Background: an optimization exercise with open tools, aiming at small area. Do not read the settings as production practice. Only simulation tests tie the RTL to the original design; equivalence was not proved.

## CO
module CO(clk, rst, en, I, Q, I_ro, Q_ro);
input clk, rst, en;
input [1:0] I;
input [1:0] Q;
output [13:0] I_ro;
output [13:0] Q_ro;
function [7:0] ADD; input [7:0] x; input [7:0] y; input ci;
  integer i; reg cy;
  begin
    cy = ci;
    for (i = 0; i < 8; i = i + 1) begin
      ADD[i] = x[i] ^ y[i] ^ cy;
      cy = (x[i] & y[i]) | (cy & (x[i] ^ y[i]));
    end
  end
endfunction
function [7:0] CNEG; input [7:0] x; input n;
  integer i; reg any;
  begin
    any = 1'b0;
    for (i = 0; i < 8; i = i + 1) begin
      CNEG[i] = x[i] ^ (n & any);
      any = any | x[i];
    end
  end
endfunction
function [7:0] MUL; input [1:0] k; input [5:0] s;
  MUL = ({8{k[1]}} & {1'b0, s, 1'b0}) | ({8{k[0]}} & {2'b0, s});
endfunction
reg [1:0] q;
reg p;
reg [6:0] xb;                
wire [6:0] x = ~xb;
reg [1:0] It, Qt;
integer j;
reg [6:0] xn;
reg cy;
always @(*) begin
  cy = 1'b1;
  for (j = 0; j < 7; j = j + 1) begin
    xn[j] = x[j] ^ cy;
    cy = cy & (x[j] ^ p);
  end
end
wire w = x[0] & (&(x[6:1] ^ {6{p}}));
always @(posedge clk or posedge rst) begin
  if (rst) begin
    q <= 2'd0;
    p <= 1'b0;
    xb <= 7'd0;
    It <= 2'd0;
    Qt <= 2'd0;
  end else begin
    q <= {q[1] ^ (q[0] & p & w), q[0] ^ (p & w)};
    p <= p ^ w;
    xb <= ~xn;
    It <= I;
    Qt <= Q;
  end
end
wire s = p & ~(|x);
wire [5:0] bt;
wire [4:0] st;
BIGT u_big(.a(x), .y(bt));
SMALLT u_small(.a(x), .y(st));
wire [5:0] A = s ? 6'd28 : bt;
wire [5:0] B = s ? 6'd28 : {1'b0, st};
wire sw = p ^ q[0];
wire cneg = q[1] ^ q[0];
wire sneg = q[1];
wire [1:0] mi = {It[1] & ~It[0], It[0]};    
wire [1:0] mq = {Qt[1] & ~Qt[0], Qt[0]};    
wire ic = It[1] ^ cneg, is = It[1] ^ sneg;   
wire qc = Qt[1] ^ cneg, qs = Qt[1] ^ sneg;   
wire [1:0] ia = sw ? mq : mi;
wire [1:0] ib = sw ? mi : mq;
wire isa = sw ? ~qs : ic;
wire isb = sw ? ic : ~qs;
  ...
==> module CO, before the edit <==
module CO(clk, rst, en, I, Q, I_ro, Q_ro);
input clk, rst, en;
input [1:0] I;
input [1:0] Q;
output [13:0] I_ro;
output [13:0] Q_ro;
function [7:0] ADD; input [7:0] x; input [7:0] y; input ci;
  integer i; reg cy;
  begin
    cy = ci;
    for (i = 0; i < 8; i = i + 1) begin
      ADD[i] = x[i] ^ y[i] ^ cy;
      cy = (x[i] & y[i]) | (cy & (x[i] ^ y[i]));
    end
  end
endfunction
function [7:0] CNEG; input [7:0] x; input n;
  integer i; reg any;
  begin
    any = 1'b0;
    for (i = 0; i < 8; i = i + 1) begin
      CNEG[i] = x[i] ^ (n & any);
      any = any | x[i];
    end
  end
endfunction
function [7:0] MUL; input [1:0] k; input [5:0] s;
  MUL = ({8{k[1]}} & {1'b0, s, 1'b0}) | ({8{k[0]}} & {2'b0, s});
endfunction
reg [1:0] q;
reg p;
reg [6:0] xb;                
wire [6:0] x = ~xb;
reg [1:0] It, Qt;
integer j;
reg [6:0] xn;
reg cy;
always @(*) begin
  cy = 1'b1;
  for (j = 0; j < 7; j = j + 1) begin
    xn[j] = x[j] ^ cy;
    cy = cy & (x[j] ^ p);
  end
end
wire w = x[0] & (&(x[6:1] ^ {6{p}}));
always @(posedge clk or posedge rst) begin
  if (rst) begin
    q <= 2'd0;
    p <= 1'b0;
    xb <= 7'd0;
    It <= 2'd0;
    Qt <= 2'd0;
  end else begin
    q <= {q[1] ^ (q[0] & p & w), q[0] ^ (p & w)};
    p <= p ^ w;
    xb <= ~xn;
    It <= I;
    Qt <= Q;
  end
end
wire s = p & ~(|x);
wire [5:0] bt;
wire [4:0] st;
BIGT u_big(.a(x), .y(bt));
SMALLT u_small(.a(x), .y(st));
wire [5:0] A = s ? 6'd28 : bt;
wire [5:0] B = s ? 6'd28 : {1'b0, st};
wire sw = p ^ q[0];
wire cneg = q[1] ^ q[0];
wire sneg = q[1];
wire [1:0] mi = {It[1] & ~It[0], It[0]};    
wire [1:0] mq = {Qt[1] & ~Qt[0], Qt[0]};    
wire ic = It[1] ^ cneg, is = It[1] ^ sneg;   
wire qc = Qt[1] ^ cneg, qs = Qt[1] ^ sneg;   
wire [1:0] ia = sw ? mq : mi;
wire [1:0] ib = sw ? mi : mq;
wire isa = sw ? ~qs : ic;
wire isb = sw ? ic : ~qs;
wire qsa = sw ? is : qc;
wire qsb = sw ? qc : is;
wire [5:0] fi = {isa, isa ^ isb, ib, ia};
wire [5:0] fq = {qsa, qsa ^ qsb, ia, ib};
wire [7:0] wi = ADD(MUL(fi[1:0], A), MUL(fi[3:2], B) ^ {8{fi[4]}}, fi[4]);
wire [7:0] wq = ADD(MUL(fq[1:0], A), MUL(fq[3:2], B) ^ {8{fq[4]}}, fq[4]);
reg [7:0] ir, qr;
always @(posedge clk or posedge rst) begin
  if (rst) begin
    ir <= 8'd0;
    qr <= 8'd0;
  end else if (en) begin
    ir <= CNEG(wi, fi[5]);
    qr <= CNEG(wq, fq[5]);
  end
end
assign I_ro = {{6{ir[7]}}, ir};
assign Q_ro = {{6{qr[7]}}, qr};
endmodule
Settings: LEC_CHECK=0, ABC_AREA=1, CAP_MARGIN=20, CORE_MARGIN=2, CORE_UTILIZATION=40, SLEW_MARGIN=20, SYNTH_MEMORY_MAX_BITS=32768; clock period 5.0 ns.
standard.sh (not shown) runs the stock make flow with config.mk's settings and CLKGATE_MAP_FILE= SYNTH_SCRIPT=/design/flow/synth_recipe.tcl, a recipe that flattens the netlist after the stock synthesis.
==> flow/flow/run.sh <==
#!/bin/bash
# Own layout flow: the standard layout (standard.sh), with these changes:
#  - synthesis maps with an area-only ABC script (flow/abc_area.script) instead of
#    ORFS's, which sizes and buffers for speed; everything else in synthesis is
#    the standard script (synth_recipe.tcl), so the registers are the same;
#  - synthesis extracts no full-adder cells (ADDER_MAP_FILE empty): ABC maps the
#    adders as gates, whose carry chain is faster than the full-adder cell's;
#  - port buffering uses the smallest buffer cell (every port still gets one);
#  - clock tree synthesis takes its arguments from flow/cts_args.txt (no dummy
#    loads, small clock buffers).
# ORFS writes each step's full log under orfs/logs; the make output of each
# standard.sh call goes to flow_synth.log and flow_finish.log here.
set -euo pipefail
W=$PWD
rm -rf "$W/myscripts"
cp -r "$FLOW_HOME/scripts" "$W/myscripts"
cp "$W/flow/abc_area.script" "$W/myscripts/abc_area.script"
export SCRIPTS_DIR="$W/myscripts"
export ADDER_MAP_FILE=
export BUFFER_PORTS_ARGS="-buffer_cell sky130_fd_sc_hd__buf_1"
if [[ -f "$W/flow/cts_args.txt" ]]; then
  CTS_ARGS="$(tr '\n' ' ' < "$W/flow/cts_args.txt")"
  export CTS_ARGS
fi
bash "$W/standard.sh" synth > "$W/flow_synth.log" 2>&1
bash "$W/standard.sh" finish > "$W/flow_finish.log" 2>&1
test -f "$W/out/final.def"
==> flow/flow/abc_area.script <==
strash
dch
amap
topo
==> flow/flow/cts_args.txt <==
-sink_clustering_enable -repair_clock_nets -buf_list sky130_fd_sc_hd__clkbuf_4 -dont_use_dummy_load
Rerun with:
--- a/flow/design.v
+++ b/flow/design.v
@@ -102,15 +102,22 @@
 wire [7:0] wq = ADD(MUL(fq[1:0], A), MUL(fq[3:2], B) ^ {8{fq[4]}}, fq[4]);
 reg [7:0] ir, qr;
+reg ineg, qneg;
 always @(posedge clk or posedge rst) begin
   if (rst) begin
     ir <= 8'd0;
     qr <= 8'd0;
+    ineg <= 1'b0;
+    qneg <= 1'b0;
   end else if (en) begin
-    ir <= CNEG(wi, fi[5]);
-    qr <= CNEG(wq, fq[5]);
+    ir <= wi;
+    qr <= wq;
+    ineg <= fi[5];
+    qneg <= fq[5];
   end
 end
-assign I_ro = {{6{ir[7]}}, ir};
-assign Q_ro = {{6{qr[7]}}, qr};
+wire [7:0] ri = CNEG(ir, ineg);
+wire [7:0] rq = CNEG(qr, qneg);
+assign I_ro = {{6{ri[7]}}, ri};
+assign Q_ro = {{6{rq[7]}}, rq};
 endmodule
 module BIGT(a, y);
What happened: Clock skew went up by 7.5 ps. Wire length went up by 2.3%. Setup slack improved by 11 ps. Die area went up by 3.5%. Via count went up by about 3.3%. Count of clock-buffer cells in the layout stays the same. Global-route usage went down by 1.3 points. Worst hold slack improved by 45 ps.

[re-timing with driven ports]
How much do the figures lean on ideal ports? The routed layouts below were timed once more, with nothing changed but the port constraints.
Step 1, drivers: a clkbuf_16 drives clk and a buf_2 each remaining input, both assumed.
Step 2 also shifts input and output timing later by t, the mid clock arrival at the registers, as if the neighbouring blocks saw the same clock.
a / b / c = ideal / step 1 / step 2; a / b = the first two.
| run | t (ns) | slack for setup (ns) | worst data-port slew with drivers (ns) | pins driven straight from the clock port |
|---|---|---|---|---|
| the first run | 0.354 | 0.574 / 0.574 / 0.574 | 0.03 | 1 |
| the second run | 0.346 | 0.585 / 0.585 / 0.585 | 0.03 | 1 |
After both steps every run listed still meets setup and hold.
